This design comes from an exercise in tuning for small area on the open sky130 flow, not from production work. Only simulation tests tie the RTL to the original design; equivalence was not proved. Power and IR drop assume default switching activity.

--- design/flow/standard.sh ---
#!/bin/bash
# synth_recipe.tcl (not shown) runs the flow's synth.tcl, then flattens the netlist and writes it again
# the make line also repeats each setting of config.mk as NAME=value (left out here)
make -C /OpenROAD-flow-scripts/flow DESIGN_CONFIG=/design/flow/config.mk WORK_HOME=/design/flow/orfs CLKGATE_MAP_FILE= SYNTH_SCRIPT=/design/flow/synth_recipe.tcl "${@:-finish}"
--- design/flow/design.v ---
module NV_soDLA_CACC_calculator_for_check(
  input           nvdla_core_clk,
  input           nvdla_core_rstn,
  input  [1087:0] abuf_rd_data,
  output          abuf_wr_en,
  output [5:0]    abuf_wr_addr,
  output [1087:0] abuf_wr_data,
  output          dlv_valid,
  output          dlv_mask,
  output [1023:0] dlv_data,
  output [1:0]    dlv_pd,
  input           accu_ctrl_valid,
  input  [12:0]   accu_ctrl_pd,
  input           accu_ctrl_ram_valid,
  input  [4:0]    cfg_truncate,
  input  [21:0]   mac_a2accu_data0,
  input  [21:0]   mac_a2accu_data1,
  input  [21:0]   mac_a2accu_data2,
  input  [21:0]   mac_a2accu_data3,
  input  [21:0]   mac_a2accu_data4,
  input  [21:0]   mac_a2accu_data5,
  input  [21:0]   mac_a2accu_data6,
  input  [21:0]   mac_a2accu_data7,
  input  [21:0]   mac_a2accu_data8,
  input  [21:0]   mac_a2accu_data9,
  input  [21:0]   mac_a2accu_data10,
  input  [21:0]   mac_a2accu_data11,
  input  [21:0]   mac_a2accu_data12,
  input  [21:0]   mac_a2accu_data13,
  input  [21:0]   mac_a2accu_data14,
  input  [21:0]   mac_a2accu_data15,
  input  [15:0]   mac_a2accu_mask,
  input           mac_a2accu_mode,
  input           mac_a2accu_pvld,
  input  [21:0]   mac_b2accu_data0,
  input  [21:0]   mac_b2accu_data1,
  input  [21:0]   mac_b2accu_data2,
  input  [21:0]   mac_b2accu_data3,
  input  [21:0]   mac_b2accu_data4,
  input  [21:0]   mac_b2accu_data5,
  input  [21:0]   mac_b2accu_data6,
  input  [21:0]   mac_b2accu_data7,
  input  [21:0]   mac_b2accu_data8,
  input  [21:0]   mac_b2accu_data9,
  input  [21:0]   mac_b2accu_data10,
  input  [21:0]   mac_b2accu_data11,
  input  [21:0]   mac_b2accu_data12,
  input  [21:0]   mac_b2accu_data13,
  input  [21:0]   mac_b2accu_data14,
  input  [21:0]   mac_b2accu_data15,
  input  [15:0]   mac_b2accu_mask,
  input           mac_b2accu_mode,
  input           mac_b2accu_pvld,
  output [31:0]   dp2reg_sat_count
);
  wire [703:0] in_data = {mac_b2accu_data15,mac_b2accu_data14,mac_b2accu_data13,mac_b2accu_data12,mac_b2accu_data11,mac_b2accu_data10,mac_b2accu_data9,mac_b2accu_data8,mac_b2accu_data7,mac_b2accu_data6,mac_b2accu_data5,mac_b2accu_data4,mac_b2accu_data3,mac_b2accu_data2,mac_b2accu_data1,mac_b2accu_data0,mac_a2accu_data15,mac_a2accu_data14,mac_a2accu_data13,mac_a2accu_data12,mac_a2accu_data11,mac_a2accu_data10,mac_a2accu_data9,mac_a2accu_data8,mac_a2accu_data7,mac_a2accu_data6,mac_a2accu_data5,mac_a2accu_data4,mac_a2accu_data3,mac_a2accu_data2,mac_a2accu_data1,mac_a2accu_data0};
  wire [31:0] in_mask = {mac_b2accu_mask, mac_a2accu_mask};
  wire        rst = ~nvdla_core_rstn;
  reg  [5:0]  ctl_addr;
  reg         ctl_stripe_end, ctl_channel_end, ctl_layer_end;
  always @(posedge nvdla_core_clk) begin
    if (rst) begin
      ctl_addr <= 6'h0; ctl_stripe_end <= 1'b0; ctl_channel_end <= 1'b0; ctl_layer_end <= 1'b0;
    end else if (accu_ctrl_valid) begin
      ctl_addr <= accu_ctrl_pd[5:0];
      ctl_stripe_end <= accu_ctrl_pd[9];
      ctl_channel_end <= accu_ctrl_pd[10];
      ctl_layer_end <= accu_ctrl_pd[11];
    end
  end
  reg v1, v2, calc_valid;
  reg wr1, wr2, wr3, dl1, dl2, dl3;
  always @(posedge nvdla_core_clk) begin
    if (rst) begin
      v1 <= 1'b0; v2 <= 1'b0; calc_valid <= 1'b0;
      wr1 <= 1'b0; wr2 <= 1'b0; wr3 <= 1'b0;
      dl1 <= 1'b0; dl2 <= 1'b0; dl3 <= 1'b0;
    end else begin
      v1 <= mac_a2accu_pvld | mac_b2accu_pvld;
      v2 <= v1;
      calc_valid <= v2;
      wr1 <= calc_valid & ~ctl_channel_end;
      wr2 <= wr1;
      wr3 <= wr2;
      dl1 <= calc_valid & ctl_channel_end;
      dl2 <= dl1;
      dl3 <= dl2;
    end
  end
  reg [5:0] f1, f2, f3;
  always @(posedge nvdla_core_clk) begin
    f1 <= {ctl_addr[5:2], ctl_channel_end ? {ctl_layer_end, ctl_stripe_end} : ctl_addr[1:0]};
    f2 <= f1;
    f3 <= f2;
  end
  reg [4:0] t2;
  always @(posedge nvdla_core_clk) begin
    t2 <= cfg_truncate;
  end
  reg [8:0] dsel;   
  always @(posedge nvdla_core_clk) begin
    if (!dl1) dsel <= 9'b0;
    else case (cfg_truncate)
      5'd0: dsel <= 9'b001000000;
      5'd1: dsel <= 9'b010010000;
      5'd2: dsel <= 9'b100100000;
      5'd3: dsel <= 9'b000000100;
      5'd4: dsel <= 9'b000010100;
      5'd5: dsel <= 9'b000100100;
      5'd6: dsel <= 9'b000001000;
      5'd7: dsel <= 9'b000011000;
      5'd8: dsel <= 9'b000101000;
      5'd9: dsel <= 9'b000000010;
      5'd10: dsel <= 9'b000010010;
      5'd11: dsel <= 9'b000100010;
      5'd12: dsel <= 9'b000000110;
      5'd13: dsel <= 9'b000010110;
      5'd14: dsel <= 9'b000100110;
      5'd15: dsel <= 9'b000001010;
      5'd16: dsel <= 9'b000011010;
      5'd17: dsel <= 9'b000101010;
      5'd18: dsel <= 9'b000000001;
      5'd19: dsel <= 9'b000010001;
      5'd20: dsel <= 9'b000100001;
      5'd21: dsel <= 9'b000000101;
      5'd22: dsel <= 9'b000010101;
      5'd23: dsel <= 9'b000100101;
      5'd24: dsel <= 9'b000001001;
      5'd25: dsel <= 9'b000011001;
      5'd26: dsel <= 9'b000101001;
      5'd27: dsel <= 9'b000000011;
      5'd28: dsel <= 9'b000010011;
      5'd29: dsel <= 9'b000100011;
      5'd30: dsel <= 9'b000000111;
      5'd31: dsel <= 9'b000010111;
    endcase
  end
  wire a1s = dsel[0], b1s = dsel[1], c1s = dsel[2], c2s = dsel[3], e1s = dsel[4], e2s = dsel[5];
  wire sa0 = ~a1s, sa1 = a1s, sb0 = ~b1s, sb1 = b1s;
  wire sc0 = ~(c1s | c2s), sc1 = c1s, sc2 = c2s, sc0n = c1s | c2s;
  wire se0n = e1s | e2s, se1n = ~e1s, se2n = ~e2s;
  wire st0 = dsel[6], st1 = dsel[7], st2 = dsel[8];
  wire [29:0] sw;
  genvar gw;
  generate for (gw = 0; gw < 30; gw = gw + 1) begin : swin
    assign sw[gw] = ({1'b0, t2} >= gw + 2) && ({1'b0, t2} <= gw + 16);
  end endgenerate
  reg  [1183:0] r1;
  reg  [1087:0] r2, r3;
  wire [1183:0] q0;
  wire [1087:0] q1, q2;
  wire [1023:0] fdata;
  wire [31:0]   fsat;
  genvar gi;
  generate
    for (gi = 0; gi < 32; gi = gi + 1) begin : lane
      cacc_lane_in  u_in  (.d(in_data[22*gi +: 22]), .op(abuf_rd_data[34*gi +: 34]), .m(in_mask[gi]),
                           .mr(in_mask[gi] & accu_ctrl_ram_valid), .q(q0[37*gi +: 37]));
      cacc_lane_s2  u_s2  (.q(r1[37*gi +: 37]), .y(q1[34*gi +: 34]));
      cacc_lane_sh  u_sh  (.x(r2[34*gi +: 34]), .dl(dl2), .a0(sa0), .a1(sa1), .b0(sb0), .b1(sb1),
                           .c0(sc0), .c1(sc1), .c2(sc2), .c0n(sc0n), .e0n(se0n), .e1n(se1n), .e2n(se2n),
                           .t0(st0), .t1(st1), .t2(st2), .w(sw), .q(q2[34*gi +: 34]));
      cacc_lane_out u_out (.x(r3[34*gi +: 34]), .f(fdata[32*gi +: 32]));
      assign fsat[gi] = r3[34*gi + 33];
    end
  endgenerate
  always @(posedge nvdla_core_clk) begin
    r1 <= q0;
    r2 <= q1;
    r3 <= q2;
  end
  reg        prev_end;
  reg [31:0] sat_count;
  wire       cur_end = f3[1] & f3[0];
  wire       sat_clr = ~cur_end & prev_end;
  reg  [5:0] sat_sum;
  integer k;
  always @(*) begin
    sat_sum = 6'h0;
    for (k = 0; k < 32; k = k + 1) sat_sum = sat_sum + {5'h0, fsat[k]};
  end
  wire [32:0] sat_add = {1'b0, sat_count} + {27'h0, sat_sum};
  always @(posedge nvdla_core_clk) begin
    if (rst) begin
      prev_end <= 1'b1;
      sat_count <= 32'h0;
    end else if (dl3) begin
      prev_end <= cur_end;
      sat_count <= sat_clr ? {26'h0, sat_sum} : (sat_add[32] ? 32'hffffffff : sat_add[31:0]);
    end
  end
  assign abuf_wr_en = wr3;
  assign abuf_wr_addr = f3;
  assign abuf_wr_data = r3;
  assign dlv_valid = dl3;
  assign dlv_mask = dl3;
  assign dlv_data = fdata;
  assign dlv_pd = f3[1:0];
  assign dp2reg_sat_count = sat_count;
endmodule
module cacc_lane_in (
  input [21:0] d,
  input [33:0] op,
  input m,
  input mr,
  output [36:0] q
);
  wire [20:0] dn;
  wire [21:0] on;
  wire [9:0] cn0;
  wire [9:0] cn11;
  k_nand2 u1 (.a(m), .b(d[0]), .y(dn[0]));
  k_nand2 u2 (.a(m), .b(d[1]), .y(dn[1]));
  k_nand2 u3 (.a(m), .b(d[2]), .y(dn[2]));
  k_nand2 u4 (.a(m), .b(d[3]), .y(dn[3]));
  k_nand2 u5 (.a(m), .b(d[4]), .y(dn[4]));
  k_nand2 u6 (.a(m), .b(d[5]), .y(dn[5]));
  k_nand2 u7 (.a(m), .b(d[6]), .y(dn[6]));
  k_nand2 u8 (.a(m), .b(d[7]), .y(dn[7]));
  k_nand2 u9 (.a(m), .b(d[8]), .y(dn[8]));
  k_nand2 u10 (.a(m), .b(d[9]), .y(dn[9]));
  k_nand2 u11 (.a(m), .b(d[10]), .y(dn[10]));
  k_nand2 u12 (.a(m), .b(d[11]), .y(dn[11]));
  k_nand2 u13 (.a(m), .b(d[12]), .y(dn[12]));
  k_nand2 u14 (.a(m), .b(d[13]), .y(dn[13]));
  k_nand2 u15 (.a(m), .b(d[14]), .y(dn[14]));
  k_nand2 u16 (.a(m), .b(d[15]), .y(dn[15]));
  k_nand2 u17 (.a(m), .b(d[16]), .y(dn[16]));
  k_nand2 u18 (.a(m), .b(d[17]), .y(dn[17]));
  k_nand2 u19 (.a(m), .b(d[18]), .y(dn[18]));
  k_nand2 u20 (.a(m), .b(d[19]), .y(dn[19]));
  k_nand2 u21 (.a(m), .b(d[20]), .y(dn[20]));
  k_nand2 u22 (.a(m), .b(d[21]), .y(q[36]));
  k_nand2 u23 (.a(mr), .b(op[0]), .y(on[0]));
  k_nand2 u24 (.a(mr), .b(op[1]), .y(on[1]));
  k_nand2 u25 (.a(mr), .b(op[2]), .y(on[2]));
  k_nand2 u26 (.a(mr), .b(op[3]), .y(on[3]));
  k_nand2 u27 (.a(mr), .b(op[4]), .y(on[4]));
  k_nand2 u28 (.a(mr), .b(op[5]), .y(on[5]));
  k_nand2 u29 (.a(mr), .b(op[6]), .y(on[6]));
  k_nand2 u30 (.a(mr), .b(op[7]), .y(on[7]));
  k_nand2 u31 (.a(mr), .b(op[8]), .y(on[8]));
  k_nand2 u32 (.a(mr), .b(op[9]), .y(on[9]));
  k_nand2 u33 (.a(mr), .b(op[10]), .y(on[10]));
  k_nand2 u34 (.a(mr), .b(op[11]), .y(on[11]));
  k_nand2 u35 (.a(mr), .b(op[12]), .y(on[12]));
  k_nand2 u36 (.a(mr), .b(op[13]), .y(on[13]));
  k_nand2 u37 (.a(mr), .b(op[14]), .y(on[14]));
  k_nand2 u38 (.a(mr), .b(op[15]), .y(on[15]));
  k_nand2 u39 (.a(mr), .b(op[16]), .y(on[16]));
  k_nand2 u40 (.a(mr), .b(op[17]), .y(on[17]));
  k_nand2 u41 (.a(mr), .b(op[18]), .y(on[18]));
  k_nand2 u42 (.a(mr), .b(op[19]), .y(on[19]));
  k_nand2 u43 (.a(mr), .b(op[20]), .y(on[20]));
  k_nand2 u44 (.a(mr), .b(op[21]), .y(on[21]));
  k_nand2 u45 (.a(mr), .b(op[22]), .y(q[24]));
  k_nand2 u46 (.a(mr), .b(op[23]), .y(q[25]));
  k_nand2 u47 (.a(mr), .b(op[24]), .y(q[26]));
  k_nand2 u48 (.a(mr), .b(op[25]), .y(q[27]));
  k_nand2 u49 (.a(mr), .b(op[26]), .y(q[28]));
  k_nand2 u50 (.a(mr), .b(op[27]), .y(q[29]));
  k_nand2 u51 (.a(mr), .b(op[28]), .y(q[30]));
  k_nand2 u52 (.a(mr), .b(op[29]), .y(q[31]));
  k_nand2 u53 (.a(mr), .b(op[30]), .y(q[32]));
  k_nand2 u54 (.a(mr), .b(op[31]), .y(q[33]));
  k_nand2 u55 (.a(mr), .b(op[32]), .y(q[34]));
  k_nand2 u56 (.a(mr), .b(op[33]), .y(q[35]));
  k_xnor2 u57 (.a(dn[0]), .b(on[0]), .y(q[0]));
  k_or2 u58 (.a(dn[0]), .b(on[0]), .y(cn0[0]));
  k_fa u59 (.a(dn[1]), .b(on[1]), .ci(cn0[0]), .s(q[1]), .co(cn0[1]));
  k_fa u60 (.a(dn[2]), .b(on[2]), .ci(cn0[1]), .s(q[2]), .co(cn0[2]));
  k_fa u61 (.a(dn[3]), .b(on[3]), .ci(cn0[2]), .s(q[3]), .co(cn0[3]));
  k_fa u62 (.a(dn[4]), .b(on[4]), .ci(cn0[3]), .s(q[4]), .co(cn0[4]));
  k_fa u63 (.a(dn[5]), .b(on[5]), .ci(cn0[4]), .s(q[5]), .co(cn0[5]));
  k_fa u64 (.a(dn[6]), .b(on[6]), .ci(cn0[5]), .s(q[6]), .co(cn0[6]));
  k_fa u65 (.a(dn[7]), .b(on[7]), .ci(cn0[6]), .s(q[7]), .co(cn0[7]));
  k_fa u66 (.a(dn[8]), .b(on[8]), .ci(cn0[7]), .s(q[8]), .co(cn0[8]));
  k_fa u67 (.a(dn[9]), .b(on[9]), .ci(cn0[8]), .s(q[9]), .co(cn0[9]));
  k_fa u68 (.a(dn[10]), .b(on[10]), .ci(cn0[9]), .s(q[10]), .co(q[11]));
  k_xnor2 u69 (.a(dn[11]), .b(on[11]), .y(q[12]));
  k_or2 u70 (.a(dn[11]), .b(on[11]), .y(cn11[0]));
  k_fa u71 (.a(dn[12]), .b(on[12]), .ci(cn11[0]), .s(q[13]), .co(cn11[1]));
  k_fa u72 (.a(dn[13]), .b(on[13]), .ci(cn11[1]), .s(q[14]), .co(cn11[2]));
  k_fa u73 (.a(dn[14]), .b(on[14]), .ci(cn11[2]), .s(q[15]), .co(cn11[3]));
  k_fa u74 (.a(dn[15]), .b(on[15]), .ci(cn11[3]), .s(q[16]), .co(cn11[4]));
  k_fa u75 (.a(dn[16]), .b(on[16]), .ci(cn11[4]), .s(q[17]), .co(cn11[5]));
  k_fa u76 (.a(dn[17]), .b(on[17]), .ci(cn11[5]), .s(q[18]), .co(cn11[6]));
  k_fa u77 (.a(dn[18]), .b(on[18]), .ci(cn11[6]), .s(q[19]), .co(cn11[7]));
  k_fa u78 (.a(dn[19]), .b(on[19]), .ci(cn11[7]), .s(q[20]), .co(cn11[8]));
  k_fa u79 (.a(dn[20]), .b(on[20]), .ci(cn11[8]), .s(q[21]), .co(cn11[9]));
  k_fa u80 (.a(q[36]), .b(on[21]), .ci(cn11[9]), .s(q[22]), .co(q[23]));
endmodule
module cacc_lane_s2 (
  input [36:0] q,
  output [33:0] y
);
  wire [11:0] kn;
  wire [10:0] mn;
  wire u;
  wire usn;
  wire decn;
  wire [12:0] hn;
  wire [12:0] hc;
  wire ovf;
  wire qs;
  assign kn[0] = q[11];
  k_xnor2 u1 (.a(q[12]), .b(kn[0]), .y(mn[0]));
  k_or2 u2 (.a(q[12]), .b(kn[0]), .y(kn[1]));
  k_xnor2 u3 (.a(q[13]), .b(kn[1]), .y(mn[1]));
  k_or2 u4 (.a(q[13]), .b(kn[1]), .y(kn[2]));
  k_xnor2 u5 (.a(q[14]), .b(kn[2]), .y(mn[2]));
  k_or2 u6 (.a(q[14]), .b(kn[2]), .y(kn[3]));
  k_xnor2 u7 (.a(q[15]), .b(kn[3]), .y(mn[3]));
  k_or2 u8 (.a(q[15]), .b(kn[3]), .y(kn[4]));
  k_xnor2 u9 (.a(q[16]), .b(kn[4]), .y(mn[4]));
  k_or2 u10 (.a(q[16]), .b(kn[4]), .y(kn[5]));
  k_xnor2 u11 (.a(q[17]), .b(kn[5]), .y(mn[5]));
  k_or2 u12 (.a(q[17]), .b(kn[5]), .y(kn[6]));
  k_xnor2 u13 (.a(q[18]), .b(kn[6]), .y(mn[6]));
  k_or2 u14 (.a(q[18]), .b(kn[6]), .y(kn[7]));
  k_xnor2 u15 (.a(q[19]), .b(kn[7]), .y(mn[7]));
  k_or2 u16 (.a(q[19]), .b(kn[7]), .y(kn[8]));
  k_xnor2 u17 (.a(q[20]), .b(kn[8]), .y(mn[8]));
  k_or2 u18 (.a(q[20]), .b(kn[8]), .y(kn[9]));
  k_xnor2 u19 (.a(q[21]), .b(kn[9]), .y(mn[9]));
  k_or2 u20 (.a(q[21]), .b(kn[9]), .y(kn[10]));
  k_xnor2 u21 (.a(q[22]), .b(kn[10]), .y(mn[10]));
  k_or2 u22 (.a(q[22]), .b(kn[10]), .y(kn[11]));
  k_nand2 u23 (.a(q[23]), .b(kn[11]), .y(u));
  k_xor2 u24 (.a(u), .b(q[36]), .y(usn));
  k_or2 u25 (.a(u), .b(q[36]), .y(decn));
  k_xnor2 u26 (.a(q[24]), .b(usn), .y(hn[0]));
  k_or2 u27 (.a(q[24]), .b(usn), .y(hc[1]));
  k_fa u28 (.a(q[25]), .b(decn), .ci(hc[1]), .s(hn[1]), .co(hc[2]));
  k_fa u29 (.a(q[26]), .b(decn), .ci(hc[2]), .s(hn[2]), .co(hc[3]));
  k_fa u30 (.a(q[27]), .b(decn), .ci(hc[3]), .s(hn[3]), .co(hc[4]));
  k_fa u31 (.a(q[28]), .b(decn), .ci(hc[4]), .s(hn[4]), .co(hc[5]));
  k_fa u32 (.a(q[29]), .b(decn), .ci(hc[5]), .s(hn[5]), .co(hc[6]));
  k_fa u33 (.a(q[30]), .b(decn), .ci(hc[6]), .s(hn[6]), .co(hc[7]));
  k_fa u34 (.a(q[31]), .b(decn), .ci(hc[7]), .s(hn[7]), .co(hc[8]));
  k_fa u35 (.a(q[32]), .b(decn), .ci(hc[8]), .s(hn[8]), .co(hc[9]));
  k_fa u36 (.a(q[33]), .b(decn), .ci(hc[9]), .s(hn[9]), .co(hc[10]));
  k_fa u37 (.a(q[34]), .b(decn), .ci(hc[10]), .s(hn[10]), .co(hc[11]));
  k_fa u38 (.a(q[35]), .b(decn), .ci(hc[11]), .s(hn[11]), .co(hc[12]));
  k_xor3 u39 (.a(q[35]), .b(decn), .c(hc[12]), .y(hn[12]));
  k_xor2 u40 (.a(hn[12]), .b(hn[11]), .y(ovf));
  k_nand2 u41 (.a(ovf), .b(hn[12]), .y(qs));
  k_o21ai u42 (.a1(ovf), .a2(q[0]), .b1(qs), .y(y[0]));
  k_o21ai u43 (.a1(ovf), .a2(q[1]), .b1(qs), .y(y[1]));
  k_o21ai u44 (.a1(ovf), .a2(q[2]), .b1(qs), .y(y[2]));
  k_o21ai u45 (.a1(ovf), .a2(q[3]), .b1(qs), .y(y[3]));
  k_o21ai u46 (.a1(ovf), .a2(q[4]), .b1(qs), .y(y[4]));
  k_o21ai u47 (.a1(ovf), .a2(q[5]), .b1(qs), .y(y[5]));
  k_o21ai u48 (.a1(ovf), .a2(q[6]), .b1(qs), .y(y[6]));
  k_o21ai u49 (.a1(ovf), .a2(q[7]), .b1(qs), .y(y[7]));
  k_o21ai u50 (.a1(ovf), .a2(q[8]), .b1(qs), .y(y[8]));
  k_o21ai u51 (.a1(ovf), .a2(q[9]), .b1(qs), .y(y[9]));
  k_o21ai u52 (.a1(ovf), .a2(q[10]), .b1(qs), .y(y[10]));
  k_o21ai u53 (.a1(ovf), .a2(mn[0]), .b1(qs), .y(y[11]));
  k_o21ai u54 (.a1(ovf), .a2(mn[1]), .b1(qs), .y(y[12]));
  k_o21ai u55 (.a1(ovf), .a2(mn[2]), .b1(qs), .y(y[13]));
  k_o21ai u56 (.a1(ovf), .a2(mn[3]), .b1(qs), .y(y[14]));
  k_o21ai u57 (.a1(ovf), .a2(mn[4]), .b1(qs), .y(y[15]));
  k_o21ai u58 (.a1(ovf), .a2(mn[5]), .b1(qs), .y(y[16]));
  k_o21ai u59 (.a1(ovf), .a2(mn[6]), .b1(qs), .y(y[17]));
  k_o21ai u60 (.a1(ovf), .a2(mn[7]), .b1(qs), .y(y[18]));
  k_o21ai u61 (.a1(ovf), .a2(mn[8]), .b1(qs), .y(y[19]));
  k_o21ai u62 (.a1(ovf), .a2(mn[9]), .b1(qs), .y(y[20]));
  k_o21ai u63 (.a1(ovf), .a2(mn[10]), .b1(qs), .y(y[21]));
  k_o21ai u64 (.a1(ovf), .a2(hn[0]), .b1(qs), .y(y[22]));
  k_o21ai u65 (.a1(ovf), .a2(hn[1]), .b1(qs), .y(y[23]));
  k_o21ai u66 (.a1(ovf), .a2(hn[2]), .b1(qs), .y(y[24]));
  k_o21ai u67 (.a1(ovf), .a2(hn[3]), .b1(qs), .y(y[25]));
  k_o21ai u68 (.a1(ovf), .a2(hn[4]), .b1(qs), .y(y[26]));
  k_o21ai u69 (.a1(ovf), .a2(hn[5]), .b1(qs), .y(y[27]));
  k_o21ai u70 (.a1(ovf), .a2(hn[6]), .b1(qs), .y(y[28]));
  k_o21ai u71 (.a1(ovf), .a2(hn[7]), .b1(qs), .y(y[29]));
  k_o21ai u72 (.a1(ovf), .a2(hn[8]), .b1(qs), .y(y[30]));
  k_o21ai u73 (.a1(ovf), .a2(hn[9]), .b1(qs), .y(y[31]));
  k_o21ai u74 (.a1(ovf), .a2(hn[10]), .b1(qs), .y(y[32]));
  k_inv u75 (.a(hn[12]), .y(y[33]));
endmodule
module cacc_lane_sh (
  input [33:0] x,
  input dl,
  input a0,
  input a1,
  input b0,
  input b1,
  input c0,
  input c1,
  input c2,
  input c0n,
  input e0n,
  input e1n,
  input e2n,
  input t0,
  input t1,
  input t2,
  input [29:0] w,
  output [33:0] q
);
  wire sn;
  wire k1;
  wire k2;
  wire k3;
  wire e0g;
  wire e1g;
  wire e2g;
  wire p5;
  wire ns;
  wire [34:0] z1n;
  wire [34:0] z2;
  wire [34:0] z3n;
  wire [32:0] y;
  wire [9:0] sq;
  wire [2:0] sp;
  k_inv u1 (.a(x[33]), .y(sn));
  k_nand2 u2 (.a(a1), .b(sn), .y(k1));
  k_nand2 u3 (.a(b1), .b(x[33]), .y(k2));
  k_or2 u4 (.a(c0), .b(x[33]), .y(k3));
  k_nand2 u5 (.a(a1), .b(x[17]), .y(z1n[0]));
  k_o22ai u6 (.a1(a1), .a2(x[0]), .b1(a0), .b2(x[18]), .y(z1n[1]));
  k_o22ai u7 (.a1(a1), .a2(x[1]), .b1(a0), .b2(x[19]), .y(z1n[2]));
  k_o22ai u8 (.a1(a1), .a2(x[2]), .b1(a0), .b2(x[20]), .y(z1n[3]));
  k_o22ai u9 (.a1(a1), .a2(x[3]), .b1(a0), .b2(x[21]), .y(z1n[4]));
  k_o22ai u10 (.a1(a1), .a2(x[4]), .b1(a0), .b2(x[22]), .y(z1n[5]));
  k_o22ai u11 (.a1(a1), .a2(x[5]), .b1(a0), .b2(x[23]), .y(z1n[6]));
  k_o22ai u12 (.a1(a1), .a2(x[6]), .b1(a0), .b2(x[24]), .y(z1n[7]));
  k_o22ai u13 (.a1(a1), .a2(x[7]), .b1(a0), .b2(x[25]), .y(z1n[8]));
  k_o22ai u14 (.a1(a1), .a2(x[8]), .b1(a0), .b2(x[26]), .y(z1n[9]));
  k_o22ai u15 (.a1(a1), .a2(x[9]), .b1(a0), .b2(x[27]), .y(z1n[10]));
  k_o22ai u16 (.a1(a1), .a2(x[10]), .b1(a0), .b2(x[28]), .y(z1n[11]));
  k_o22ai u17 (.a1(a1), .a2(x[11]), .b1(a0), .b2(x[29]), .y(z1n[12]));
  k_o22ai u18 (.a1(a1), .a2(x[12]), .b1(a0), .b2(x[30]), .y(z1n[13]));
  k_o22ai u19 (.a1(a1), .a2(x[13]), .b1(a0), .b2(x[31]), .y(z1n[14]));
  k_o22ai u20 (.a1(a1), .a2(x[14]), .b1(a0), .b2(x[32]), .y(z1n[15]));
  k_o22ai u21 (.a1(a1), .a2(x[15]), .b1(a0), .b2(x[33]), .y(z1n[16]));
  k_o21ai u22 (.a1(a1), .a2(x[16]), .b1(k1), .y(z1n[17]));
  k_o21ai u23 (.a1(a1), .a2(x[17]), .b1(k1), .y(z1n[18]));
  k_o21ai u24 (.a1(a1), .a2(x[18]), .b1(k1), .y(z1n[19]));
  k_o21ai u25 (.a1(a1), .a2(x[19]), .b1(k1), .y(z1n[20]));
  k_o21ai u26 (.a1(a1), .a2(x[20]), .b1(k1), .y(z1n[21]));
  k_o21ai u27 (.a1(a1), .a2(x[21]), .b1(k1), .y(z1n[22]));
  k_o21ai u28 (.a1(a1), .a2(x[22]), .b1(k1), .y(z1n[23]));
  k_o21ai u29 (.a1(a1), .a2(x[23]), .b1(k1), .y(z1n[24]));
  k_o21ai u30 (.a1(a1), .a2(x[24]), .b1(k1), .y(z1n[25]));
  k_o21ai u31 (.a1(a1), .a2(x[25]), .b1(k1), .y(z1n[26]));
  k_o21ai u32 (.a1(a1), .a2(x[26]), .b1(k1), .y(z1n[27]));
  k_o21ai u33 (.a1(a1), .a2(x[27]), .b1(k1), .y(z1n[28]));
  k_o21ai u34 (.a1(a1), .a2(x[28]), .b1(k1), .y(z1n[29]));
  k_o21ai u35 (.a1(a1), .a2(x[29]), .b1(k1), .y(z1n[30]));
  k_o21ai u36 (.a1(a1), .a2(x[30]), .b1(k1), .y(z1n[31]));
  k_o21ai u37 (.a1(a1), .a2(x[31]), .b1(k1), .y(z1n[32]));
  k_o21ai u38 (.a1(a1), .a2(x[32]), .b1(k1), .y(z1n[33]));
  k_o21ai u39 (.a1(a1), .a2(x[33]), .b1(k1), .y(z1n[34]));
  k_o22ai u40 (.a1(b1), .a2(z1n[0]), .b1(b0), .b2(z1n[9]), .y(z2[0]));
  k_o22ai u41 (.a1(b1), .a2(z1n[1]), .b1(b0), .b2(z1n[10]), .y(z2[1]));
  k_o22ai u42 (.a1(b1), .a2(z1n[2]), .b1(b0), .b2(z1n[11]), .y(z2[2]));
  k_o22ai u43 (.a1(b1), .a2(z1n[3]), .b1(b0), .b2(z1n[12]), .y(z2[3]));
  k_o22ai u44 (.a1(b1), .a2(z1n[4]), .b1(b0), .b2(z1n[13]), .y(z2[4]));
  k_o22ai u45 (.a1(b1), .a2(z1n[5]), .b1(b0), .b2(z1n[14]), .y(z2[5]));
  k_o22ai u46 (.a1(b1), .a2(z1n[6]), .b1(b0), .b2(z1n[15]), .y(z2[6]));
  k_o22ai u47 (.a1(b1), .a2(z1n[7]), .b1(b0), .b2(z1n[16]), .y(z2[7]));
  k_o22ai u48 (.a1(b1), .a2(z1n[8]), .b1(b0), .b2(z1n[17]), .y(z2[8]));
  k_o22ai u49 (.a1(b1), .a2(z1n[9]), .b1(b0), .b2(z1n[18]), .y(z2[9]));
  k_o22ai u50 (.a1(b1), .a2(z1n[10]), .b1(b0), .b2(z1n[19]), .y(z2[10]));
  k_o22ai u51 (.a1(b1), .a2(z1n[11]), .b1(b0), .b2(z1n[20]), .y(z2[11]));
  k_o22ai u52 (.a1(b1), .a2(z1n[12]), .b1(b0), .b2(z1n[21]), .y(z2[12]));
  k_o22ai u53 (.a1(b1), .a2(z1n[13]), .b1(b0), .b2(z1n[22]), .y(z2[13]));
  k_o22ai u54 (.a1(b1), .a2(z1n[14]), .b1(b0), .b2(z1n[23]), .y(z2[14]));
  k_o22ai u55 (.a1(b1), .a2(z1n[15]), .b1(b0), .b2(z1n[24]), .y(z2[15]));
  k_o22ai u56 (.a1(b1), .a2(z1n[16]), .b1(b0), .b2(z1n[25]), .y(z2[16]));
  k_o22ai u57 (.a1(b1), .a2(z1n[17]), .b1(b0), .b2(z1n[26]), .y(z2[17]));
  k_o22ai u58 (.a1(b1), .a2(z1n[18]), .b1(b0), .b2(z1n[27]), .y(z2[18]));
  k_o22ai u59 (.a1(b1), .a2(z1n[19]), .b1(b0), .b2(z1n[28]), .y(z2[19]));
  k_o22ai u60 (.a1(b1), .a2(z1n[20]), .b1(b0), .b2(z1n[29]), .y(z2[20]));
  k_o22ai u61 (.a1(b1), .a2(z1n[21]), .b1(b0), .b2(z1n[30]), .y(z2[21]));
  k_o22ai u62 (.a1(b1), .a2(z1n[22]), .b1(b0), .b2(z1n[31]), .y(z2[22]));
  k_o22ai u63 (.a1(b1), .a2(z1n[23]), .b1(b0), .b2(z1n[32]), .y(z2[23]));
  k_o22ai u64 (.a1(b1), .a2(z1n[24]), .b1(b0), .b2(z1n[33]), .y(z2[24]));
  k_o22ai u65 (.a1(b1), .a2(z1n[25]), .b1(b0), .b2(z1n[34]), .y(z2[25]));
  k_o21ai u66 (.a1(b1), .a2(z1n[26]), .b1(k2), .y(z2[26]));
  k_o21ai u67 (.a1(b1), .a2(z1n[27]), .b1(k2), .y(z2[27]));
  k_o21ai u68 (.a1(b1), .a2(z1n[28]), .b1(k2), .y(z2[28]));
  k_o21ai u69 (.a1(b1), .a2(z1n[29]), .b1(k2), .y(z2[29]));
  k_o21ai u70 (.a1(b1), .a2(z1n[30]), .b1(k2), .y(z2[30]));
  k_o21ai u71 (.a1(b1), .a2(z1n[31]), .b1(k2), .y(z2[31]));
  k_o21ai u72 (.a1(b1), .a2(z1n[32]), .b1(k2), .y(z2[32]));
  k_o21ai u73 (.a1(b1), .a2(z1n[33]), .b1(k2), .y(z2[33]));
  k_o21ai u74 (.a1(b1), .a2(z1n[34]), .b1(k2), .y(z2[34]));
  k_a222oi u75 (.a1(c0), .a2(z2[0]), .b1(c1), .b2(z2[3]), .c1(c2), .c2(z2[6]), .y(z3n[0]));
  k_a222oi u76 (.a1(c0), .a2(z2[1]), .b1(c1), .b2(z2[4]), .c1(c2), .c2(z2[7]), .y(z3n[1]));
  k_a222oi u77 (.a1(c0), .a2(z2[2]), .b1(c1), .b2(z2[5]), .c1(c2), .c2(z2[8]), .y(z3n[2]));
  k_a222oi u78 (.a1(c0), .a2(z2[3]), .b1(c1), .b2(z2[6]), .c1(c2), .c2(z2[9]), .y(z3n[3]));
  k_a222oi u79 (.a1(c0), .a2(z2[4]), .b1(c1), .b2(z2[7]), .c1(c2), .c2(z2[10]), .y(z3n[4]));
  k_a222oi u80 (.a1(c0), .a2(z2[5]), .b1(c1), .b2(z2[8]), .c1(c2), .c2(z2[11]), .y(z3n[5]));
  k_a222oi u81 (.a1(c0), .a2(z2[6]), .b1(c1), .b2(z2[9]), .c1(c2), .c2(z2[12]), .y(z3n[6]));
  k_a222oi u82 (.a1(c0), .a2(z2[7]), .b1(c1), .b2(z2[10]), .c1(c2), .c2(z2[13]), .y(z3n[7]));
  k_a222oi u83 (.a1(c0), .a2(z2[8]), .b1(c1), .b2(z2[11]), .c1(c2), .c2(z2[14]), .y(z3n[8]));
  k_a222oi u84 (.a1(c0), .a2(z2[9]), .b1(c1), .b2(z2[12]), .c1(c2), .c2(z2[15]), .y(z3n[9]));
  k_a222oi u85 (.a1(c0), .a2(z2[10]), .b1(c1), .b2(z2[13]), .c1(c2), .c2(z2[16]), .y(z3n[10]));
  k_a222oi u86 (.a1(c0), .a2(z2[11]), .b1(c1), .b2(z2[14]), .c1(c2), .c2(z2[17]), .y(z3n[11]));
  k_a222oi u87 (.a1(c0), .a2(z2[12]), .b1(c1), .b2(z2[15]), .c1(c2), .c2(z2[18]), .y(z3n[12]));
  k_a222oi u88 (.a1(c0), .a2(z2[13]), .b1(c1), .b2(z2[16]), .c1(c2), .c2(z2[19]), .y(z3n[13]));
  k_a222oi u89 (.a1(c0), .a2(z2[14]), .b1(c1), .b2(z2[17]), .c1(c2), .c2(z2[20]), .y(z3n[14]));
  k_a222oi u90 (.a1(c0), .a2(z2[15]), .b1(c1), .b2(z2[18]), .c1(c2), .c2(z2[21]), .y(z3n[15]));
  k_a222oi u91 (.a1(c0), .a2(z2[16]), .b1(c1), .b2(z2[19]), .c1(c2), .c2(z2[22]), .y(z3n[16]));
  k_a222oi u92 (.a1(c0), .a2(z2[17]), .b1(c1), .b2(z2[20]), .c1(c2), .c2(z2[23]), .y(z3n[17]));
  k_a222oi u93 (.a1(c0), .a2(z2[18]), .b1(c1), .b2(z2[21]), .c1(c2), .c2(z2[24]), .y(z3n[18]));
  k_a222oi u94 (.a1(c0), .a2(z2[19]), .b1(c1), .b2(z2[22]), .c1(c2), .c2(z2[25]), .y(z3n[19]));
  k_a222oi u95 (.a1(c0), .a2(z2[20]), .b1(c1), .b2(z2[23]), .c1(c2), .c2(z2[26]), .y(z3n[20]));
  k_a222oi u96 (.a1(c0), .a2(z2[21]), .b1(c1), .b2(z2[24]), .c1(c2), .c2(z2[27]), .y(z3n[21]));
  k_a222oi u97 (.a1(c0), .a2(z2[22]), .b1(c1), .b2(z2[25]), .c1(c2), .c2(z2[28]), .y(z3n[22]));
  k_a222oi u98 (.a1(c0), .a2(z2[23]), .b1(c1), .b2(z2[26]), .c1(c2), .c2(z2[29]), .y(z3n[23]));
  k_a222oi u99 (.a1(c0), .a2(z2[24]), .b1(c1), .b2(z2[27]), .c1(c2), .c2(z2[30]), .y(z3n[24]));
  k_a222oi u100 (.a1(c0), .a2(z2[25]), .b1(c1), .b2(z2[28]), .c1(c2), .c2(z2[31]), .y(z3n[25]));
  k_a222oi u101 (.a1(c0), .a2(z2[26]), .b1(c1), .b2(z2[29]), .c1(c2), .c2(z2[32]), .y(z3n[26]));
  k_a222oi u102 (.a1(c0), .a2(z2[27]), .b1(c1), .b2(z2[30]), .c1(c2), .c2(z2[33]), .y(z3n[27]));
  k_a222oi u103 (.a1(c0), .a2(z2[28]), .b1(c1), .b2(z2[31]), .c1(c2), .c2(z2[34]), .y(z3n[28]));
  k_a222oi u104 (.a1(c0), .a2(z2[29]), .b1(c1), .b2(z2[32]), .c1(c2), .c2(x[33]), .y(z3n[29]));
  k_a222oi u105 (.a1(c0), .a2(z2[30]), .b1(c1), .b2(z2[33]), .c1(c2), .c2(x[33]), .y(z3n[30]));
  k_a222oi u106 (.a1(c0), .a2(z2[31]), .b1(c1), .b2(z2[34]), .c1(c2), .c2(x[33]), .y(z3n[31]));
  k_o21ai u107 (.a1(c0n), .a2(z2[32]), .b1(k3), .y(z3n[32]));
  k_o21ai u108 (.a1(c0n), .a2(z2[33]), .b1(k3), .y(z3n[33]));
  k_o21ai u109 (.a1(c0n), .a2(z2[34]), .b1(k3), .y(z3n[34]));
  k_nor2 u110 (.a(e0n), .b(ns), .y(e0g));
  k_nor2 u111 (.a(e1n), .b(ns), .y(e1g));
  k_nor2 u112 (.a(e2n), .b(ns), .y(e2g));
  k_a222oi u113 (.a1(e0g), .a2(z3n[0]), .b1(e1g), .b2(z3n[1]), .c1(e2g), .c2(z3n[2]), .y(y[0]));
  k_a222oi u114 (.a1(e0g), .a2(z3n[1]), .b1(e1g), .b2(z3n[2]), .c1(e2g), .c2(z3n[3]), .y(q[0]));
  k_a222oi u115 (.a1(e0g), .a2(z3n[2]), .b1(e1g), .b2(z3n[3]), .c1(e2g), .c2(z3n[4]), .y(q[1]));
  k_a222oi u116 (.a1(e0g), .a2(z3n[3]), .b1(e1g), .b2(z3n[4]), .c1(e2g), .c2(z3n[5]), .y(q[2]));
  k_a222oi u117 (.a1(e0g), .a2(z3n[4]), .b1(e1g), .b2(z3n[5]), .c1(e2g), .c2(z3n[6]), .y(q[3]));
  k_a222oi u118 (.a1(e0g), .a2(z3n[5]), .b1(e1g), .b2(z3n[6]), .c1(e2g), .c2(z3n[7]), .y(q[4]));
  k_a222oi u119 (.a1(e0g), .a2(z3n[6]), .b1(e1g), .b2(z3n[7]), .c1(e2g), .c2(z3n[8]), .y(q[5]));
  k_a222oi u120 (.a1(e0g), .a2(z3n[7]), .b1(e1g), .b2(z3n[8]), .c1(e2g), .c2(z3n[9]), .y(q[6]));
  k_a222oi u121 (.a1(e0g), .a2(z3n[8]), .b1(e1g), .b2(z3n[9]), .c1(e2g), .c2(z3n[10]), .y(q[7]));
  k_a222oi u122 (.a1(e0g), .a2(z3n[9]), .b1(e1g), .b2(z3n[10]), .c1(e2g), .c2(z3n[11]), .y(q[8]));
  k_a222oi u123 (.a1(e0g), .a2(z3n[10]), .b1(e1g), .b2(z3n[11]), .c1(e2g), .c2(z3n[12]), .y(q[9]));
  k_a222oi u124 (.a1(e0g), .a2(z3n[11]), .b1(e1g), .b2(z3n[12]), .c1(e2g), .c2(z3n[13]), .y(q[10]));
  k_a222oi u125 (.a1(e0g), .a2(z3n[12]), .b1(e1g), .b2(z3n[13]), .c1(e2g), .c2(z3n[14]), .y(q[11]));
  k_a222oi u126 (.a1(e0g), .a2(z3n[13]), .b1(e1g), .b2(z3n[14]), .c1(e2g), .c2(z3n[15]), .y(q[12]));
  k_a222oi u127 (.a1(e0g), .a2(z3n[14]), .b1(e1g), .b2(z3n[15]), .c1(e2g), .c2(z3n[16]), .y(q[13]));
  k_a222oi u128 (.a1(e0g), .a2(z3n[15]), .b1(e1g), .b2(z3n[16]), .c1(e2g), .c2(z3n[17]), .y(q[14]));
  k_a222oi u129 (.a1(e0g), .a2(z3n[16]), .b1(e1g), .b2(z3n[17]), .c1(e2g), .c2(z3n[18]), .y(q[15]));
  k_a222oi u130 (.a1(e0g), .a2(z3n[17]), .b1(e1g), .b2(z3n[18]), .c1(e2g), .c2(z3n[19]), .y(q[16]));
  k_a222oi u131 (.a1(e0g), .a2(z3n[18]), .b1(e1g), .b2(z3n[19]), .c1(e2g), .c2(z3n[20]), .y(q[17]));
  k_a222oi u132 (.a1(e0g), .a2(z3n[19]), .b1(e1g), .b2(z3n[20]), .c1(e2g), .c2(z3n[21]), .y(q[18]));
  k_a222oi u133 (.a1(e0g), .a2(z3n[20]), .b1(e1g), .b2(z3n[21]), .c1(e2g), .c2(z3n[22]), .y(q[19]));
  k_a222oi u134 (.a1(e0g), .a2(z3n[21]), .b1(e1g), .b2(z3n[22]), .c1(e2g), .c2(z3n[23]), .y(q[20]));
  k_a222oi u135 (.a1(e0g), .a2(z3n[22]), .b1(e1g), .b2(z3n[23]), .c1(e2g), .c2(z3n[24]), .y(q[21]));
  k_a222oi u136 (.a1(e0g), .a2(z3n[23]), .b1(e1g), .b2(z3n[24]), .c1(e2g), .c2(z3n[25]), .y(q[22]));
  k_a222oi u137 (.a1(e0g), .a2(z3n[24]), .b1(e1g), .b2(z3n[25]), .c1(e2g), .c2(z3n[26]), .y(q[23]));
  k_a222oi u138 (.a1(e0g), .a2(z3n[25]), .b1(e1g), .b2(z3n[26]), .c1(e2g), .c2(z3n[27]), .y(q[24]));
  k_a222oi u139 (.a1(e0g), .a2(z3n[26]), .b1(e1g), .b2(z3n[27]), .c1(e2g), .c2(z3n[28]), .y(q[25]));
  k_a222oi u140 (.a1(e0g), .a2(z3n[27]), .b1(e1g), .b2(z3n[28]), .c1(e2g), .c2(z3n[29]), .y(q[26]));
  k_a222oi u141 (.a1(e0g), .a2(z3n[28]), .b1(e1g), .b2(z3n[29]), .c1(e2g), .c2(z3n[30]), .y(q[27]));
  k_a222oi u142 (.a1(e0g), .a2(z3n[29]), .b1(e1g), .b2(z3n[30]), .c1(e2g), .c2(z3n[31]), .y(q[28]));
  k_a222oi u143 (.a1(e0g), .a2(z3n[30]), .b1(e1g), .b2(z3n[31]), .c1(e2g), .c2(z3n[32]), .y(q[29]));
  k_a222oi u144 (.a1(e0g), .a2(z3n[31]), .b1(e1g), .b2(z3n[32]), .c1(e2g), .c2(z3n[33]), .y(q[30]));
  k_a222oi u145 (.a1(e0g), .a2(z3n[32]), .b1(e1g), .b2(z3n[33]), .c1(e2g), .c2(z3n[34]), .y(q[31]));
  k_a222oi u146 (.a1(x[0]), .a2(w[0]), .b1(x[1]), .b2(w[1]), .c1(x[2]), .c2(w[2]), .y(sq[0]));
  k_a222oi u147 (.a1(x[3]), .a2(w[3]), .b1(x[4]), .b2(w[4]), .c1(x[5]), .c2(w[5]), .y(sq[1]));
  k_a222oi u148 (.a1(x[6]), .a2(w[6]), .b1(x[7]), .b2(w[7]), .c1(x[8]), .c2(w[8]), .y(sq[2]));
  k_a222oi u149 (.a1(x[9]), .a2(w[9]), .b1(x[10]), .b2(w[10]), .c1(x[11]), .c2(w[11]), .y(sq[3]));
  k_a222oi u150 (.a1(x[12]), .a2(w[12]), .b1(x[13]), .b2(w[13]), .c1(x[14]), .c2(w[14]), .y(sq[4]));
  k_a222oi u151 (.a1(x[15]), .a2(w[15]), .b1(x[16]), .b2(w[16]), .c1(x[17]), .c2(w[17]), .y(sq[5]));
  k_a222oi u152 (.a1(x[18]), .a2(w[18]), .b1(x[19]), .b2(w[19]), .c1(x[20]), .c2(w[20]), .y(sq[6]));
  k_a222oi u153 (.a1(x[21]), .a2(w[21]), .b1(x[22]), .b2(w[22]), .c1(x[23]), .c2(w[23]), .y(sq[7]));
  k_a222oi u154 (.a1(x[24]), .a2(w[24]), .b1(x[25]), .b2(w[25]), .c1(x[26]), .c2(w[26]), .y(sq[8]));
  k_a222oi u155 (.a1(x[27]), .a2(w[27]), .b1(x[28]), .b2(w[28]), .c1(x[29]), .c2(w[29]), .y(sq[9]));
  k_nand4 u156 (.a(sq[0]), .b(sq[1]), .c(sq[2]), .d(sq[3]), .y(sp[0]));
  k_nand4 u157 (.a(sq[4]), .b(sq[5]), .c(sq[6]), .d(sq[7]), .y(sp[1]));
  k_nand3 u158 (.a(sq[8]), .b(sq[9]), .c(x[33]), .y(sp[2]));
  k_o31a u159 (.a1(sp[0]), .a2(sp[1]), .a3(sp[2]), .b1(y[0]), .y(p5));
  cacc_lane_fg u160 (.x(x), .dl(dl), .t0(t0), .t1(t1), .t2(t2), .p5(p5), .ns(ns), .q32(q[32]), .q33(q[33]));
endmodule
module cacc_lane_out (
  input [33:0] x,
  output [31:0] f
);
  wire [32:0] cy;
  wire pk0;
  wire nns;
  wire y31g;
  assign cy[0] = x[32];
  k_inv u1 (.a(x[33]), .y(nns));
  k_ha u2 (.a(x[0]), .b(cy[0]), .s(f[0]), .co(cy[1]));
  k_ha u3 (.a(x[1]), .b(cy[1]), .s(f[1]), .co(cy[2]));
  k_ha u4 (.a(x[2]), .b(cy[2]), .s(f[2]), .co(cy[3]));
  k_ha u5 (.a(x[3]), .b(cy[3]), .s(f[3]), .co(cy[4]));
  k_ha u6 (.a(x[4]), .b(cy[4]), .s(f[4]), .co(cy[5]));
  k_ha u7 (.a(x[5]), .b(cy[5]), .s(f[5]), .co(cy[6]));
  k_ha u8 (.a(x[6]), .b(cy[6]), .s(f[6]), .co(cy[7]));
  k_ha u9 (.a(x[7]), .b(cy[7]), .s(f[7]), .co(cy[8]));
  k_ha u10 (.a(x[8]), .b(cy[8]), .s(f[8]), .co(cy[9]));
  k_ha u11 (.a(x[9]), .b(cy[9]), .s(f[9]), .co(cy[10]));
  k_ha u12 (.a(x[10]), .b(cy[10]), .s(f[10]), .co(cy[11]));
  k_ha u13 (.a(x[11]), .b(cy[11]), .s(f[11]), .co(cy[12]));
  k_ha u14 (.a(x[12]), .b(cy[12]), .s(f[12]), .co(cy[13]));
  k_ha u15 (.a(x[13]), .b(cy[13]), .s(f[13]), .co(cy[14]));
  k_ha u16 (.a(x[14]), .b(cy[14]), .s(f[14]), .co(cy[15]));
  k_xor2 u17 (.a(x[15]), .b(cy[15]), .y(f[15]));
  k_ha u18 (.a(x[16]), .b(cy[16]), .s(f[16]), .co(cy[17]));
  k_ha u19 (.a(x[17]), .b(cy[17]), .s(f[17]), .co(cy[18]));
  k_ha u20 (.a(x[18]), .b(cy[18]), .s(f[18]), .co(cy[19]));
  k_ha u21 (.a(x[19]), .b(cy[19]), .s(f[19]), .co(cy[20]));
  k_ha u22 (.a(x[20]), .b(cy[20]), .s(f[20]), .co(cy[21]));
  k_ha u23 (.a(x[21]), .b(cy[21]), .s(f[21]), .co(cy[22]));
  k_ha u24 (.a(x[22]), .b(cy[22]), .s(f[22]), .co(cy[23]));
  k_ha u25 (.a(x[23]), .b(cy[23]), .s(f[23]), .co(cy[24]));
  k_ha u26 (.a(x[24]), .b(cy[24]), .s(f[24]), .co(cy[25]));
  k_ha u27 (.a(x[25]), .b(cy[25]), .s(f[25]), .co(cy[26]));
  k_ha u28 (.a(x[26]), .b(cy[26]), .s(f[26]), .co(cy[27]));
  k_ha u29 (.a(x[27]), .b(cy[27]), .s(f[27]), .co(cy[28]));
  k_ha u30 (.a(x[28]), .b(cy[28]), .s(f[28]), .co(cy[29]));
  k_ha u31 (.a(x[29]), .b(cy[29]), .s(f[29]), .co(cy[30]));
  k_ha u32 (.a(x[30]), .b(cy[30]), .s(f[30]), .co(cy[31]));
  k_and2 u33 (.a(x[31]), .b(nns), .y(y31g));
  k_xor2 u34 (.a(y31g), .b(cy[31]), .y(f[31]));
  cacc_and16 u35 (.a(x[15:0]), .y(pk0));
  k_and2 u36 (.a(x[32]), .b(pk0), .y(cy[16]));
endmodule
module cacc_lane_fg (input [33:0] x, input dl, input t0, input t1, input t2, input p5, output ns, output q32, output q33);
  wire s = x[33];
  wire ovf = (t0 & ~((x[33] == x[32]) & (x[32] == x[31]))) | (t1 & (x[33] ^ x[32]));
  wire a31 = &x[31:1];
  wire cc = ~s & ((t1 & a31 & x[0]) | (t2 & a31 & x[32]));
  assign ns = ovf | cc;
  assign q32 = dl ? (ns ? s : p5) : x[32];
  assign q33 = dl ? ns : x[33];
endmodule
module cacc_and16 (input [15:0] a, output y); assign y = &a; endmodule
module k_inv (input a, output y); assign y = ~a; endmodule
module k_nand2 (input a, input b, output y); assign y = ~(a & b); endmodule
module k_nor2 (input a, input b, output y); assign y = ~(a | b); endmodule
module k_or2 (input a, input b, output y); assign y = a | b; endmodule
module k_and2 (input a, input b, output y); assign y = a & b; endmodule
module k_xor2 (input a, input b, output y); assign y = a ^ b; endmodule
module k_xnor2 (input a, input b, output y); assign y = ~(a ^ b); endmodule
module k_nand3 (input a, input b, input c, output y); assign y = ~(a & b & c); endmodule
module k_nand4 (input a, input b, input c, input d, output y); assign y = ~(a & b & c & d); endmodule
module k_o21ai (input a1, input a2, input b1, output y); assign y = ~((a1 | a2) & b1); endmodule
module k_o22ai (input a1, input a2, input b1, input b2, output y); assign y = ~((a1 | a2) & (b1 | b2)); endmodule
module k_o31a (input a1, input a2, input a3, input b1, output y); assign y = (a1 | a2 | a3) & b1; endmodule
module k_a222oi (input a1, input a2, input b1, input b2, input c1, input c2, output y); assign y = ~((a1 & a2) | (b1 & b2) | (c1 & c2)); endmodule
module k_ha (input a, input b, output s, output co); assign s = a ^ b; assign co = a & b; endmodule
module k_fa (input a, input b, input ci, output s, output co); assign s = a ^ b ^ ci; assign co = (a & b) | (ci & (a ^ b)); endmodule
module k_xor3 (input a, input b, input c, output y); assign y = a ^ b ^ c; endmodule
--- design/flow/constraint.sdc ---
create_clock -name core_clock -period 10.0 [get_ports {nvdla_core_clk}]
set_input_delay 2.0000 -clock core_clock [delete_from_list [all_inputs] [get_ports {nvdla_core_clk}]]
set_output_delay 2.0000 -clock core_clock [all_outputs]
set_load 0.01 [all_outputs]
--- design/flow/config.mk ---
export PLATFORM = sky130hd
export DESIGN_NAME = NV_soDLA_CACC_calculator_for_check
export DESIGN_NICKNAME = NV_soDLA_CACC_calculator_for_check
export VERILOG_FILES = /design/flow/design.v
export SDC_FILE = /design/flow/constraint.sdc
export NUM_CORES = 8
export LEC_CHECK = 0
export CAP_MARGIN = 20
export CELL_PAD_IN_SITES_DETAIL_PLACEMENT = 1
export CELL_PAD_IN_SITES_GLOBAL_PLACEMENT = 1
export CORE_AREA = 10 10 810 810
export DIE_AREA = 0 0 820 820
export PLACE_DENSITY = 0.5
export SLEW_MARGIN = 20
export SYNTH_HIERARCHICAL = 1
--- design/flow/flow/run.sh ---
#!/bin/bash
# Layout flow: the standard ORFS flow (standard.sh, unchanged synthesis, floorplan, power grid
# and tap cells), with these changes to how the layout is made:
#  - no timing-driven upsizing at floorplan (the netlist has no wires yet, so it only grows cells)
#  - port buffers use the smallest buffer cell (repair_design upsizes where a port needs more drive)
#  - pins one routing track apart (the default is two), so that a compact die holds all 4005 ports
#  - clock tree: larger sink clusters (25 flip-flops per leaf buffer) and no dummy loads
# Every tool's output goes to a log in this folder (make's output here, each ORFS step's full
# log under orfs/logs/).
set -euo pipefail
W=$(pwd)
EXTRA=(
  "REMOVE_ABC_BUFFERS=1"
  "BUFFER_PORTS_ARGS=-buffer_cell sky130_fd_sc_hd__buf_1"
  "PLACE_PINS_ARGS=-min_distance 1 -min_distance_in_tracks"
  "CTS_ARGS=-sink_clustering_enable -repair_clock_nets -dont_use_dummy_load -sink_clustering_size 25 -sink_clustering_max_diameter 100"
)
bash "$W/standard.sh" "${EXTRA[@]}" finish > "$W/flow_make.log" 2>&1
==> impl_metrics.toml, run 1 <==
[place]
dp_hpwl_um = 922000
placed_cells = 28800
gp_congestion = 0.984
portBuffers = 3998

[synth]
syn_avg_cell_area_sq_um = 10.7
syn_inst = 16100
synthMuxAreaShare_pct = 0.264
synth_edf_count = 0
synthXorXnorAreaFrac_pct = 3.42
async_flop_share_pct = 0
ys_seq_area_share_pct = 40.2
synth_compound_area_share_pct = 26.2
synthSimpleGateAreaFrac_pct = 10.4
synth_top_area_share_pct = 40.2
yosysTopAreaCell = "dfxtp_1"
synth_area_sq_um = 172000
synth_top_family_by_area = "compound AO/OA/AOI/OAI gates"
synthAdderAreaFrac_pct = 19.0
synth-seq-cells = 3443
ys_warn_count = 7
synth_cell_types = 64
dominantRegCellSynth = "dfxtp_1"
ys_top_cells_by_area = "dfxtp_1 40%, a222oi_1 14%, fa_1 12%, ha_1 7.1%, o21ai_1 5.9%"

[outcome]
haltStage = "global routing (5_1_grt)"
status = "aborted with a tool error"
stop_error = "[ERROR GRT-0116] Global routing finished with congestion. Check the congestion regions in the DRC Viewer."

[clock_tree]
cts_resized = 0
h-tree-depth = 4
clock-sinks = 3443
hold_buffers = 0
numCtsBuffers = 191
cts_setup_buffers = 0
cts-root-buf = "clkbuf_16"
clockBufferDepth = 4

[global_route]
grt_pass1_wl_um = 1540000
grt_max_degree = 174
grt_pass1_vias = 186000
grt-ovfl-total = 25
track_usage_pct = 32.6

[floorplan]
io_pins = 4005
chipWidth_um = 820
initial_utilization_pct = 26.9
die_y_um = 820
rows = 293
-- Yosys stat by module, one instance, submodules excluded, a selection --
module	flip-flops and latches	times used	cell area (sq um)
k_or2	0	512	6.26
k_inv	0	96	3.75
k_nand3	0	32	5.00
k_o21ai	0	2016	5.00
k_nor2	0	96	3.75
k_nand2	0	1952	3.75
NV_soDLA_CACC_calculator_for_check	3443	1	72300
k_xnor2	0	448	8.76
k_nand4	0	64	6.26
k_a222oi	0	2400	10.0
k_fa	0	992	20.0
k_ha	0	960	12.5
-- through the flow --
stage                     hold slack, ns  instance area, sq um  worst slack (ns)
after CTS                          0.322                206000             0.851
after floorplan                    0.310                171000            -77.52
after global placement             0.310                201000             0.985
after detailed placement           0.314                201000             0.842
-- per-layer routing --
metal  GRT overflow  GRT usage (%)
met5              0           1.60
met3              0           9.70
met2             18           50.3
met1              0           37.3
met4              7           26.8
-- cell usage after synthesis, types with 9 or more instances --
library cell / instances
nor4_1: 9
or2b_1: 32
dfxtp_1: 3443
a31oi_1: 39
a311oi_1: 32
xnor2_1: 453
o22ai_1: 1347
clkbuf_1: 24
o21ai_0: 27
fa_1: 1017
inv_1: 194
nor2b_1: 42
nor2_1: 230
nand4b_4: 32
o21ai_1: 2018
nor3_1: 49
nand2_1: 2009
and3_1: 12
xor3_1: 32
mux2i_1: 43
a21oi_1: 126
or2_1: 514
nand4_1: 423
ha_1: 977
and2_1: 113
nor4_2: 64
xor2_1: 131
a211oi_1: 37
nand3_1: 54
a22oi_1: 32
o31a_1: 34
a222oi_1: 2400
-- logic make-up after synthesis --
kind of cell / after synthesis
AOI/OAI and AO/OA: 6134
xor gates and xnor gates: 616
adders and majority gates: 1994
buffers and inverters: 224
DFF: 3443
muxes: 45
and+or+nand+nor: 3607
-- power groups by stage --
stage | sequential, uW | combinational [uW] | clock [uW]
2_1_floorplan | 19500 | 9970 | 0
3_3_place_gp | 22000 | 16900 | 0
3_5_place_dp | 21900 | 17000 | 0
4_1_cts | 21600 | 17200 | 8420
-- worst max path at each step --
stage / depth (start not counted) / slack [ns] / end / from
CTS: 31 / 0.85 / r2[861] / r1[936]
global placement: 31 / 0.99 / r2[882] / r1[936]
floorplan: 7 / -77.52 / r3[100] / dsel[1]
detailed placement: 30 / 0.84 / r2[694] / r1[751]
==> run 2: changes to the inputs <==
--- a/design/flow/flow/run.sh
+++ b/design/flow/flow/run.sh
@@ -6,4 +6,6 @@
 #  - pins one routing track apart (the default is two), so that a compact die holds all 4005 ports
 #  - clock tree: larger sink clusters (25 flip-flops per leaf buffer) and no dummy loads
+#  - global routing may finish with a little overflow (detailed routing clears it), and
+#    more rounds of antenna repair after detailed routing
 # Every tool's output goes to a log in this folder (make's output here, each ORFS step's full
 # log under orfs/logs/).
@@ -14,4 +16,6 @@
   "BUFFER_PORTS_ARGS=-buffer_cell sky130_fd_sc_hd__buf_1"
   "PLACE_PINS_ARGS=-min_distance 1 -min_distance_in_tracks"
+  "GLOBAL_ROUTE_ARGS=-congestion_iterations 100 -congestion_report_iter_step 5 -verbose -allow_congestion"
+  "MAX_REPAIR_ANTENNAS_ITER_DRT=10"
   "CTS_ARGS=-sink_clustering_enable -repair_clock_nets -dont_use_dummy_load -sink_clustering_size 25 -sink_clustering_max_diameter 100"
 )
==> run 2 against run 1 <==
Against the previous run:
- the run again fails in global routing (5_1_grt)
- synthesized cell count unchanged
- area after synthesis unchanged
==> impl_metrics.toml, run 2 <==
[outcome]
status = "aborted with a tool error"
haltStage = "global routing (5_1_grt)"
stop_error = "[ERROR GRT-0232] Routing congestion too high. Check the congestion heatmap in the GUI."

[global_route]
grt_max_degree = 174
track_usage_pct = 32.8
grt-ovfl-total = 19

[synth]
synth_area_sq_um = 172000
synth-seq-cells = 3443
synth_cell_types = 64
dominantRegCellSynth = "dfxtp_1"
ys_seq_area_share_pct = 40.2
syn_avg_cell_area_sq_um = 10.7
synth_top_area_share_pct = 40.2
ys_top_cells_by_count = "3443 x dfxtp_1, 2400 x a222oi_1, 2018 x o21ai_1"
synth.most_common_cell = "dfxtp_1"
syn_inst = 16100
ys_top_cells_by_area = "dfxtp_1 40%, a222oi_1 14%, fa_1 12%, ha_1 7.1%, o21ai_1 5.9%"
yosysTopAreaCell = "dfxtp_1"
synth_edf_count = 0
async_flop_share_pct = 0
ys_warn_count = 7

[floorplan]
initial_utilization_pct = 26.9
io_pins = 4005
chipWidth_um = 820
die_y_um = 820
rows = 293

[clock_tree]
clockBufferDepth = 4
hold_buffers = 0
cts_resized = 0
numCtsBuffers = 191
h-tree-depth = 4
cts_setup_buffers = 0
clock-sinks = 3443
cts-root-buf = "clkbuf_16"

[place]
dp_hpwl_um = 922000
place_area_sq_um = 201000
portBuffers = 3998
gp_congestion = 0.984
placed_cells = 28800
run 2: kinds of logic after synthesis:
kind of cell / share of synthesized area [%]
AO/OA/AOI/OAI: 26.2
XOR/XNOR: 3.42
adder cells (fa/ha/maj): 19.0
buffers and inverters: 0.497
flip-flops: 40.2
multiplexers: 0.264
AND/OR/NAND/NOR: 10.4
run 2: how the worst min path moves through the flow:
stage / startpoint / end / slack (ns) / cells after the start
3_3_place_gp: f2[4] / f3[4] / 0.31 / 0
4_1_cts: f1[4] / f2[4] / 0.32 / 0
3_5_place_dp: f1[2] / f2[2] / 0.31 / 0
2_1_floorplan: f1[0] / f2[0] / 0.31 / 0
run 2: per-layer routing:
layer	overflow	GRT usage [%]
met1	0	37.7
met2	11	50.5
met3	1	10.0
met4	6	26.4
met5	1	1.98
run 2: stage by stage:
stage	hold slack [ns]	utilization (%)	setup slack [ns]	total power, uW
after floorplan	0.310	-	-77.52	29500
after global placement	0.310	31.5	0.985	38900
after detailed placement	0.314	31.5	0.842	39000
after CTS	0.322	32.3	0.851	47200
run 2: Yosys stat by module, one instance, submodules excluded, excerpt:
| module | times used | cells inside | flip-flops and latches | area, sq um |
|---|---|---|---|---|
| k_nor2 | 96 | 1 | 0 | 3.75 |
| k_nand2 | 1952 | 1 | 0 | 3.75 |
| k_ha | 960 | 1 | 0 | 12.5 |
| k_xnor2 | 448 | 1 | 0 | 8.76 |
| k_o31a | 32 | 1 | 0 | 8.76 |
| k_fa | 992 | 1 | 0 | 20.0 |
| k_nand3 | 32 | 1 | 0 | 5.00 |
| cacc_lane_fg | 32 | 24 | 0 | 169 |
| k_o22ai | 1344 | 1 | 0 | 6.26 |
| k_xor3 | 32 | 1 | 0 | 23.8 |
| k_and2 | 64 | 1 | 0 | 6.26 |
| k_nand4 | 64 | 1 | 0 | 6.26 |
run 2: power groups by stage:
stage	Sequential [uW]	Clock (uW)	Combinational, uW
after floorplan	19500	0	9970
after global placement	22000	0	16900
after CTS	21600	8420	17200
after detailed placement	21900	0	17000
==> run 3: changes to the inputs <==
--- a/design/flow/config.mk
+++ b/design/flow/config.mk
@@ -9,7 +9,7 @@
 export CELL_PAD_IN_SITES_DETAIL_PLACEMENT = 1
 export CELL_PAD_IN_SITES_GLOBAL_PLACEMENT = 1
-export CORE_AREA = 10 10 810 810
-export DIE_AREA = 0 0 820 820
-export PLACE_DENSITY = 0.5
+export CORE_AREA = 10 10 730 730
+export DIE_AREA = 0 0 740 740
+export PLACE_DENSITY = 0.55
 export SLEW_MARGIN = 20
 export SYNTH_HIERARCHICAL = 1
==> run 3 against run 2 <==
Against the previous run:
- the run again fails in global routing (5_1_grt)
- area after synthesis stayed put
- synthesized cell count unchanged
==> impl_metrics.toml, run 3 <==
[clock_tree]
clockBufferDepth = 4
hold_buffers = 0
h-tree-depth = 4
cts-root-buf = "clkbuf_16"
numCtsBuffers = 184
cts_resized = 0
cts_setup_buffers = 0
clock-sinks = 3443

[synth]
syn_inst = 16100
synth_cell_types = 64
synth_area_sq_um = 172000
yosysTopAreaCell = "dfxtp_1"
ys_top_cells_by_area = "dfxtp_1 40%, a222oi_1 14%, fa_1 12%, ha_1 7.1%, o21ai_1 5.9%"
ys_top_cells_by_count = "3443 x dfxtp_1, 2400 x a222oi_1, 2018 x o21ai_1"
async_flop_share_pct = 0
ys_warn_count = 7
synth-seq-cells = 3443
syn_avg_cell_area_sq_um = 10.7
synth.most_common_cell = "dfxtp_1"
dominantRegCellSynth = "dfxtp_1"
synth_top_area_share_pct = 40.2
ys_seq_area_share_pct = 40.2
synth_edf_count = 0

[place]
placed_cells = 27300
gp_congestion = 1.02
portBuffers = 3998
dp_hpwl_um = 905000

[floorplan]
io_pins = 4005
die_y_um = 740
initial_utilization_pct = 33.2
chipWidth_um = 740
rows = 264

[global_route]
grt_max_degree = 168
grt-ovfl-total = 87
track_usage_pct = 41.8

[outcome]
status = "aborted with a tool error"
stop_error = "[ERROR GRT-0232] Routing congestion too high. Check the congestion heatmap in the GUI."
haltStage = "global routing (5_1_grt)"
[run 3: cell counts after synthesis]
No cell type changed its count.
[run 3: worst max-delay path by stage]
stage / from / end / depth (start not counted)
floorplan: dsel[1] / r3[100] / 7
global placement: r1[233] / r2[214] / 29
detailed placement: r1[233] / r2[205] / 29
CTS: r1[233] / r2[226] / 29
[run 3: stage by stage]
step / hold WS [ns] / utilization (%) / instance area (sq um) / total power (uW) / worst slack (ns)
after floorplan: 0.310 / - / 171000 / 29500 / -77.52
after global placement: 0.310 / 38.5 / 199000 / 38700 / 0.832
after detailed placement: 0.315 / 38.5 / 199000 / 38800 / 0.725
after CTS: 0.332 / 39.4 / 203000 / 46700 / 0.662
[run 3: Yosys stat by module, one instance, submodules excluded, a selection]
module,flops+latches,copies in the design
k_o22ai,0,1344
k_nand4,0,64
k_inv,0,96
k_nand2,0,1952
k_o31a,0,32
k_fa,0,992
k_or2,0,512
NV_soDLA_CACC_calculator_for_check,3443,1
k_nor2,0,96
k_nand3,0,32
k_xor3,0,32
k_xnor2,0,448
k_ha,0,960
cacc_and16,0,32
k_and2,0,64
cacc_lane_fg,0,32
[run 3: cell families after synthesis]
logic type	share of synthesized area, %
AOI/OAI and AO/OA	26.2
xor gates and xnor gates	3.42
adders and majority gates	19.0
buffers and inverters	0.497
DFF	40.2
muxes	0.264
and+or+nand+nor	10.4
[run 3: per-layer routing]
layer	global-route usage, %	overflow
met5	4.81	0
met3	14.7	0
met1	47.7	4
met2	62.8	65
met4	33.6	18
[run 3: power by group through the flow]
| stage | clock, uW | sequential, uW | combinational [uW] |
|---|---|---|---|
| 2_1_floorplan | 0 | 19500 | 9970 |
| 3_3_place_gp | 0 | 22000 | 16700 |
| 3_5_place_dp | 0 | 22000 | 16800 |
| 4_1_cts | 8120 | 21700 | 16900 |
